Context: an optimization exercise on an open-source flow, tuned for small area. The choices shown serve that exercise and are no tape-out recipe.
Only simulation tests tie the RTL to the original design; equivalence was not proved.
The flow treats the clock pin as an ideal source, which a real chip does not have.
No activity file was given, so power comes from the tool's default toggle rates.

===== flow/flow/settings.sh =====
# clock tree step: only the clock port's net, which drives one buffer, so it adds nothing
CTS_ARGS="-clk_nets clk -dont_use_dummy_load -buf_list sky130_fd_sc_hd__clkbuf_8"

===== flow/design.v =====
module ALUb
	(output wire [7:0] res,
	 output wire [3:0] NZVC,
	 input wire [7:0] X, Y,
	 input wire k, chain, cout_sel, sub);
	wire [8:0] c;        
	wire [7:0] ci;       
	wire [7:0] s;
	genvar i;
	generate for (i = 0; i < 8; i = i + 1) begin : rc
		if (i == 0) assign ci[i] = k;
		else assign ci[i] = chain ? c[i] : k;
		assign s[i] = X[i] ^ Y[i] ^ ci[i];
		assign c[i+1] = (X[i] & Y[i]) | (X[i] & ci[i]) | (Y[i] & ci[i]);
	end endgenerate
	assign res = cout_sel ? c[8:1] : s;
	assign NZVC = {res[7], ~|res, chain & (c[8] ^ c[7]), chain & (c[8] ^ sub)};
endmodule
module cpu
	(output reg [7:0] address,
	 output wire [7:0] to_memory,
	 output wire write,
	 input wire [7:0] from_memory,
	 input wire clk, reset);
	reg [7:0] A, B, PC;
	reg [3:0] CCR;       
	reg [3:0] ph;
	reg [2:0] cls;       
	localparam R  = 4'd10,    
	           F0 = 4'd0,    
	           F1 = 4'd8,    
	           F2 = 4'd1,    
	           DA = 4'd6,    
	           XA = 4'd9,    
	           DN = 4'd5,    
	           H  = 4'd14,    
	           S4 = 4'd4,    
	           S5 = 4'd12,    
	           S6 = 4'd3,   
	           S7 = 4'd2,   
	           S8 = 4'd11;   
	wire [7:0] m = from_memory;
	wire [3:0] n = m[3:0];
	wire pR = (ph == R), pF0 = (ph == F0), pF1 = (ph == F1), pF2 = (ph == F2);
	wire pS4 = (ph == S4), pS5 = (ph == S5), pS6 = (ph == S6), pS7 = (ph == S7);
	wire pS8 = (ph == S8);
	wire is_alu = (m[7:4] == 4'h4) && (n >= 4'h2) && (n <= 4'hD);
	wire is_br  = (m[7:4] == 4'h2) && (n <= 4'h8);
	wire is_ld  = (m[7:4] == 4'h8) && (n >= 4'h6) && (n <= 4'h9);
	wire is_st  = (m[7:1] == 7'b1001011);
	reg  taken;
	always @(*) begin
		case (n)
			4'h0: taken = 1'b1;
			4'h1: taken = CCR[3];
			4'h2: taken = ~CCR[3];
			4'h3: taken = CCR[2];
			4'h4: taken = ~CCR[2];
			4'h5: taken = CCR[1];
			4'h6: taken = ~CCR[1];
			4'h7: taken = CCR[0];
			default: taken = ~CCR[0];
		endcase
	end
	wire c_brn = ~cls[2] & ~cls[1] & ~cls[0];
	wire c_brt = ~cls[2] & ~cls[1] & cls[0];
	wire c_imm = ~cls[2] & cls[1];
	wire c_st  = cls[2] & cls[1];
	wire rsel  = cls[0];
	reg f_yB, f_inv, f_k, f_chain, f_cs, f_dstb;
	always @(*) begin
		f_yB = 1'b1; f_inv = 1'b0; f_k = 1'b0; f_chain = 1'b1; f_cs = 1'b0; f_dstb = 1'b0;
		case (n)
			4'h3: begin f_inv = 1'b1; f_k = 1'b1; end
			4'h4: begin f_chain = 1'b0; f_cs = 1'b1; end
			4'h5: begin f_chain = 1'b0; f_cs = 1'b1; f_k = 1'b1; end
			4'h6: begin f_yB = 1'b0; f_k = 1'b1; end
			4'h7: begin f_yB = 1'b0; f_k = 1'b1; f_dstb = 1'b1; end
			4'h8: begin f_yB = 1'b0; f_inv = 1'b1; end
			4'h9: begin f_yB = 1'b0; f_inv = 1'b1; f_dstb = 1'b1; end
			4'hA: f_chain = 1'b0;
			4'hB: begin f_yB = 1'b0; f_inv = 1'b1; f_chain = 1'b0; end
			4'hC: begin f_yB = 1'b0; f_inv = 1'b1; f_chain = 1'b0; f_dstb = 1'b1; end
			4'hD: f_dstb = 1'b1;
			default: ;
		endcase
	end
	wire xA = pF2 | (pS7 & ~rsel);
	wire xM = pF1 | pS5;
	wire xP = pF0 | pS4;
	wire yB = (pF2 & f_yB) | (pS7 & rsel);
	wire yM = pS6 | pS8;
	wire inv = pF2 & f_inv;
	wire k = xM | (pF2 & f_k);
	wire chain = ~pF2 | f_chain;
	wire cout_sel = pF2 & f_cs;
	wire [7:0] X = ({8{xA}} & A) | ({8{xM}} & address) | ({8{xP}} & PC);
	wire [7:0] Y = (({8{yB}} & B) | ({8{yM}} & m)) ^ {8{inv}};
	wire [7:0] res;
	wire [3:0] NZVC;
	ALUb alu (.res(res), .NZVC(NZVC), .X(X), .Y(Y), .k(k), .chain(chain), .cout_sel(cout_sel), .sub(inv));
	wire alu_go = pF2 & is_alu;
	wire ld_go  = (pS6 & c_imm) | pS8;
	wire mar_en = pF0 | pS4 | (pS6 & cls[2]);
	wire pc_en  = xM | (pS6 & c_brt);
	wire a_en   = pR | (alu_go & ~f_dstb) | (ld_go & ~rsel);
	wire b_en   = pR | (alu_go & f_dstb) | (ld_go & rsel);
	assign write = pS7 & cls[1];
	assign to_memory = X | Y;    
	reg [3:0] nph;
	always @(*) begin
		case (ph)
			R, F0: nph = F1;
			F1: nph = F2;
			F2: nph = is_alu ? DA : (is_br | is_ld | is_st) ? DN : H;
			DA: nph = XA;
			DN: nph = S4;
			H:  nph = H;
			S4: nph = S5;
			S5: nph = c_brn ? F0 : S6;
			S6: nph = (c_imm | c_brt) ? F0 : S7;
			S7: nph = c_st ? F0 : S8;
			default: nph = F0;    
		endcase
	end
	always @(posedge clk or negedge reset)
		if (!reset) ph <= R;
		else ph <= nph;
	always @(posedge clk)
		if (pF2) begin
			cls <= m[7] ? {m[4] | m[0], m[4] | ~m[0], m[4] ? m[0] : m[3]} : {2'b00, taken};
		end
	always @(posedge clk or negedge reset)
		if (!reset) address <= 8'h00;
		else if (mar_en) address <= res;
	always @(posedge clk) begin
		if (alu_go | pR) CCR <= {NZVC[3], NZVC[2] & ~pR, NZVC[1:0]};
		if (pc_en) PC <= res;
		if (a_en) A <= res;
		if (b_en) B <= res;
	end
endmodule

===== flow/flow/clkbuf.py =====
# Clock distribution: the clock port drives one root buffer, which drives
# three clkbuf_8 buffers; each of these drives the clock pins of one group of
# registers (A and B; PC and MAR; the control registers). Every register is
# two buffers from the port.
import re, sys
src, dst = sys.argv[1], sys.argv[2]
v = open(src).read()
groups = {'clk_g0': ('A[', 'B['), 'clk_g1': ('PC[', 'address[')}
count = {'clk_g0': 0, 'clk_g1': 0, 'clk_g2': 0}

def fix(m):
    body = m.group(0)
    if '.CLK(clk)' not in body:
        return body
    name = m.group(2).lstrip('\\')
    g = 'clk_g2'
    for net, prefixes in groups.items():
        if name.startswith(prefixes):
            g = net
    count[g] += 1
    return body.replace('.CLK(clk)', '.CLK(%s)' % g)

v = re.sub(r'(sky130_fd_sc_hd__\w+)\s+(\S+)\s*\((.*?)\);', fix, v, flags=re.S)
assert '.CLK(clk)' not in v
m = re.search(r'\n(\s*)wire ', v)
v = v[:m.start()] + '\n  wire clk_root;\n  wire clk_g0;\n  wire clk_g1;\n  wire clk_g2;' + v[m.start():]
i = v.rindex('endmodule')
bufs = '  sky130_fd_sc_hd__clkbuf_2 clk_root_buf (\n    .A(clk),\n    .X(clk_root)\n  );\n'
bufs += ''.join('  sky130_fd_sc_hd__clkbuf_8 %s_buf (\n    .A(clk_root),\n    .X(%s)\n  );\n' % (g, g) for g in count)
v = v[:i] + bufs + v[i:]
open(dst, 'w').write(v)
print('registers per clock buffer:', count)

===== flow/standard.sh =====
#!/bin/bash
# synth_recipe.tcl (not shown) runs the flow's synth.tcl, then flattens the netlist and writes it again
# the make line also repeats each setting of config.mk as NAME=value (left out here)
make -C /OpenROAD-flow-scripts/flow DESIGN_CONFIG=/design/flow/config.mk WORK_HOME=/design/flow/orfs CLKGATE_MAP_FILE= SYNTH_SCRIPT=/design/flow/synth_recipe.tcl "${@:-finish}"

===== flow/flow/resynth.tcl =====
# Re-map the combinational part of the standard synthesis netlist with ABC.
# Cells are read with their functions; the flip-flop cells are kept as black
# boxes, so the registers keep their cells and instance names.
yosys read_liberty -ignore_miss_func $::env(RS_LIB)
yosys read_verilog $::env(RS_IN)
yosys hierarchy -top cpu
yosys blackbox sky130_fd_sc_hd__df* sky130_fd_sc_hd__edf*
yosys flatten
yosys rename -hide w:*.*
yosys opt -purge
set du {}
foreach c $::env(RS_DONT_USE) { lappend du -dont_use $c }
yosys abc -liberty $::env(RS_LIB) {*}$du -script $::env(RS_ABC)
yosys opt_clean -purge
yosys splitnets
yosys opt_clean -purge
yosys hilomap -singleton -hicell sky130_fd_sc_hd__conb_1 HI -locell sky130_fd_sc_hd__conb_1 LO
yosys insbuf -buf sky130_fd_sc_hd__buf_4 A X
yosys stat -liberty $::env(RS_LIB)
yosys write_verilog -noattr -noexpr -nohex -nodec -selected $::env(RS_OUT)

===== flow/flow/resynth.abc =====
strash
&get -n
&deepsyn @SEEDARG@ -T 60
&put
@POST@

===== flow/constraint.sdc =====
create_clock -name core_clock -period 8.0 [get_ports {clk}]
set_input_delay 1.6000 -clock core_clock [delete_from_list [all_inputs] [get_ports {clk}]]
set_output_delay 1.6000 -clock core_clock [all_outputs]
set_load 0.01 [all_outputs]

===== flow/flow/run.sh =====
#!/bin/bash
# Own layout flow:
#  1. the standard synthesis (standard.sh), unchanged;
#  2. its combinational cells re-mapped by ABC with an area script
#     (deepsyn and amap, a few seeds; the smallest result is kept); the registers
#     stay as the standard synthesis made them (same cells, same names);
#  3. a clock tree of four buffers added to that netlist (flow/clkbuf.py);
#  4. the standard layout of that netlist, with the smallest buffer on
#     the ports.
# Each tool's output goes to a log of its own in the work folder.
set -euo pipefail
W=$(pwd)
R=$W/orfs/results/$FLOW_PLATFORM/cpu/base
PDIR=$FLOW_HOME/platforms/$FLOW_PLATFORM
export RS_LIB=$PDIR/lib/sky130_fd_sc_hd__tt_025C_1v80.lib
export RS_DONT_USE=$(sed -n '/^export DONT_USE_CELLS/,/^$/p' $PDIR/config.mk | grep -o 'sky130_fd_sc_hd__[a-z0-9_]*' | tr '\n' ' ')
export RS_IN=$W/synth_standard.v
SEEDS="0 1 2 3 4 5 6 7"
POSTS="a b"
source flow/settings.sh

bash standard.sh "$R/1_2_yosys.v" > log_synth_standard.log 2>&1
cp "$R/1_2_yosys.v" "$RS_IN"

run_job() {
  local s=$1 p=$2 seedarg="" post="amap"
  [[ $s == 0 ]] || seedarg="-S $s"
  [[ $p == b ]] && post="dch -f; amap"
  sed -e "s/@SEEDARG@/$seedarg/" -e "s/@POST@/$post/" flow/resynth.abc | tr ';' '\n' > $W/resynth_$s$p.abc
  RS_ABC=$W/resynth_$s$p.abc RS_OUT=$W/synth_resynth_$s$p.v yosys -c flow/resynth.tcl > log_resynth_$s$p.log 2>&1 || true
}
JOBS=""
for s in $SEEDS; do for p in $POSTS; do JOBS="$JOBS $s$p"; done; done
n=0
for j in $JOBS; do
  run_job ${j%?} ${j: -1} &
  n=$((n + 1))
  if (( n % ${NUM_CORES:-4} == 0 )); then wait; fi
done
wait
best=""; best_area=""
for j in $JOBS; do
  a=$(grep "Chip area for module" log_resynth_$j.log | tail -1 | awk '{print $NF}') || true
  [[ -n "$a" && -s synth_resynth_$j.v ]] || continue
  if [[ -z "$best" ]] || awk -v a=$a -v b=$best_area 'BEGIN{exit !(a<b)}'; then best=$j; best_area=$a; fi
done
echo "resynthesis: job $best, area $best_area" > log_resynth_choice.log
# the clock reaches the registers through a small tree of buffers made here
# (flow/clkbuf.py); the clock tree step then finds nothing left to do
python3 flow/clkbuf.py "synth_resynth_$best.v" "$R/1_2_yosys.v" > log_clkbuf.log 2>&1

bash standard.sh BUFFER_PORTS_ARGS="-buffer_cell sky130_fd_sc_hd__buf_1" \
  CTS_ARGS="$CTS_ARGS" finish > log_layout.log 2>&1

===== flow/config.mk =====
export PLATFORM = sky130hd
export DESIGN_NAME = cpu
export DESIGN_NICKNAME = cpu
export VERILOG_FILES = /design/flow/design.v
export SDC_FILE = /design/flow/constraint.sdc
export NUM_CORES = 4
export LEC_CHECK = 0
export ABC_AREA = 1
export CAP_MARGIN = 0
export CORE_MARGIN = 2
export CORE_UTILIZATION = 40
export GPL_TIMING_DRIVEN = 0
export SLEW_MARGIN = 0

==> results.sh <==
export IMPL_post_cts_setup_buffer_count=0
export IMPL_power_uw=1280
export IMPL_grt_pass1_wl_mm=9.78
export IMPL_syn_nets=271
export IMPL_num_vias=2115
export IMPL_cp_required_ns=8.20
export IMPL_critPathMaxStageDelay_ns=0.58
export IMPL_diodes=0
export IMPL_nets=300
export IMPL_synth_avg_cell_area_um2=9.19
export IMPL_grt_max_degree=17
export IMPL_drtIter0Drc=209
export IMPL_slew_headroom=0.302
export IMPL_clock_skew_ns=0.0270
export IMPL_rsz0062_at_grt="false"
export IMPL_gp_congestion=0.860
export IMPL_cp_start_kind="input pin"
export IMPL_cellLeakagePower_uw=0.000858
export IMPL_fin_cells=363
export IMPL_grt_use_total=0.190
export IMPL_initial_utilization=0.410
export IMPL_slew_violations=0
export IMPL_crit_path_frequent_cell="nor2_1"
export IMPL_tightest_slew_ns=1.04
export IMPL_post_cts_resized=0
export IMPL_min_delay_path_class="flop to flop"
export IMPL_design_core_area_um2=5850
export IMPL_grt_overflow=0
export IMPL_fmax_mhz=156
export IMPL_setup_violations=0
export IMPL_period_minus_slack_ns=6.39
export IMPL_grt_pass1_vias=1935
export IMPL_route_detailed_vias_per_inst=5.83
export IMPL_hpwl_mm=4.79
export IMPL_yosys_warnings=1
export IMPL_drv_cap=0
export IMPL_power_density_nw_per_um2=493
export IMPL_clk_pin_slew_ns=0.10
export IMPL_drive_above_1_share=0.0278
export IMPL_fin_tns_setup_ns=0
export IMPL_cpMaxStageDelayCell="a21oi_1"
export IMPL_clkLatencyLatePin_ns=0.31
export IMPL_seq_area_um2=1230
export IMPL_multiInputGateArea_um2=971
export IMPL_syn_instance_count=261
export IMPL_netlist_area_um2=2400
export IMPL_die_width_um=81.5
export IMPL_antenna_found_initial=0
export IMPL_crit_buf_inv=4
export IMPL_dp_cells=362
export IMPL_ios=27
export IMPL_worstPathCellList="buf_1 -> clkinv_1 -> a31oi_1 -> clkinv_1 -> a21oi_1 -> o22ai_1 -> o211ai_1 -> clkinv_1 -> nor2_1 -> o311ai_0 -> a21oi_1 -> and3_1 -> nand2_1 -> o211ai_1 -> nor2_1 -> nor3_1 -> nor2_1 -> nor3_1 -> o21ai_0 -> nor4_1 -> nor2_1 -> o22a_1 -> a22o_1"
export IMPL_path_max_fanout=8
export IMPL_drc=0
export IMPL_numPortBuffers=26
export IMPL_status="finished clean"
export IMPL_post_drt_wl_per_cell_um=16.9
export IMPL_n_fill_cell=587
export IMPL_vdd_drop_max_uv=316
export IMPL_crit_family="compound AO/OA/AOI/OAI gates"
export IMPL_antenna_left=0
export IMPL_hold_violations=0
export IMPL_wl_mm=6.15
export IMPL_end_kind="flop"
export IMPL_crit_type="input pin to flop"
export IMPL_fp_dieArea_um2=6630
export IMPL_die_h_um=81.5
export IMPL_cp_arrival_ns=6.59
export IMPL_area_delta_synth_final_pct=8.39
export IMPL_hold_buffers=0
export IMPL_drtPass1Iterations=5
export IMPL_finalCritPeriodShare=0.799
export IMPL_row_count=28
-- sequential cells by signal, indices dropped and copies added (netlist names) --
register,cells
address,8
B,8
CCR,4
cls,3
A,8
PC,8
ph,4
-- layout by cell type (no fill, tap or decap), types with 2 or more instances in the layout --
| cell type | count |
|---|---|
| a211oi_1 | 2 |
| a21oi_1 | 18 |
| a222oi_1 | 8 |
| a22o_1 | 2 |
| a22oi_1 | 4 |
| a31oi_1 | 3 |
| and2_0 | 2 |
| buf_1 | 26 |
| clkbuf_8 | 3 |
| clkinv_1 | 41 |
| dfrtp_1 | 10 |
| dfstp_2 | 2 |
| edfxtp_1 | 31 |
| nand2_1 | 14 |
| nor2_1 | 46 |
| nor3_1 | 7 |
| nor4_1 | 3 |
| o211ai_1 | 5 |
| o21a_1 | 4 |
| o21ai_0 | 21 |
| o221ai_1 | 2 |
| o22a_1 | 7 |
| o22ai_1 | 11 |
| or2_0 | 2 |
| or4_1 | 2 |
-- per-stage QoR --
stage	utilization	hold WS (ns)	setup slack (ns)	area (um^2)
detailed placement	0.444	0.532	1.31	2600
CTS	0.444	0.534	1.30	2600
global route	0.445	0.580	0.907	2600
global placement	0.443	0.519	0.622	2590
floorplan	-	0.515	2.22	2400
finish	0.445	0.555	1.61	2600
-- final cells by class --
cell class | instances | share of cell area
inverters | 41 | 0.0592
repair buffers | 27 | 0.0394
plain buffers | 4 | 0.0178
multi-input cells | 173 | 0.373
well taps | 75 | 0.0361
flip-flops and latches | 43 | 0.474
-- worst paths after layout --
check | to | from | cells past startpoint | slack [ns]
max | address[7] | from_memory[3] | 23 | 1.61
min | address[7] | address[7] | 1 | 0.56
max reg2reg | CCR[2] | ph[0] | 21 | 1.87
min reg2reg | address[7] | address[7] | 1 | 0.56
max in group asynchronous | ph[2] | reset | 1 | 6.24
min in group asynchronous | address[6] | reset | 1 | 1.30
-- layer usage --
| metal | global-route usage | vias up | wire (um) |
|---|---|---|---|
| met5 | 0 | - | 0 |
| met4 | 0.0441 | 0 | 128 |
| met3 | 0.00549 | 8 | 289 |
| met2 | 0.305 | 71 | 2810 |
| met1 | 0.286 | 1008 | 2910 |
| li1 | - | 1028 | - |
-- where the power goes --
part	switching, uW	internal [uW]
Sequential	46.2	422
Combinational	481	230
Clock	64.9	37.6
Total	593	690

[re-timing with driven ports]
The results above use ideal ports. As a check the final layout listed here was re-extracted and re-timed, cells and wires unchanged.
Step 1, drivers: a clkbuf_16 drives clk and a buf_2 each remaining input, both assumed.
Step 2, shift: input delay + t, output delay - t, t = (earliest + latest rising clock arrival at the registers) / 2. This alone moves slack from input paths to output paths.
a / b / c = ideal ports / drivers / drivers and shift; a / b = the first two.
t (ns): 0.312
setup slack, ns: 1.606 / 1.597 / 1.285
slew at the worst register clock pin (ns): 0.11 / 0.11
After both steps this run still meets setup and hold. For this run, drivers alone change the setup slack by -0.009 ns; drivers and shift together by -0.321 ns.
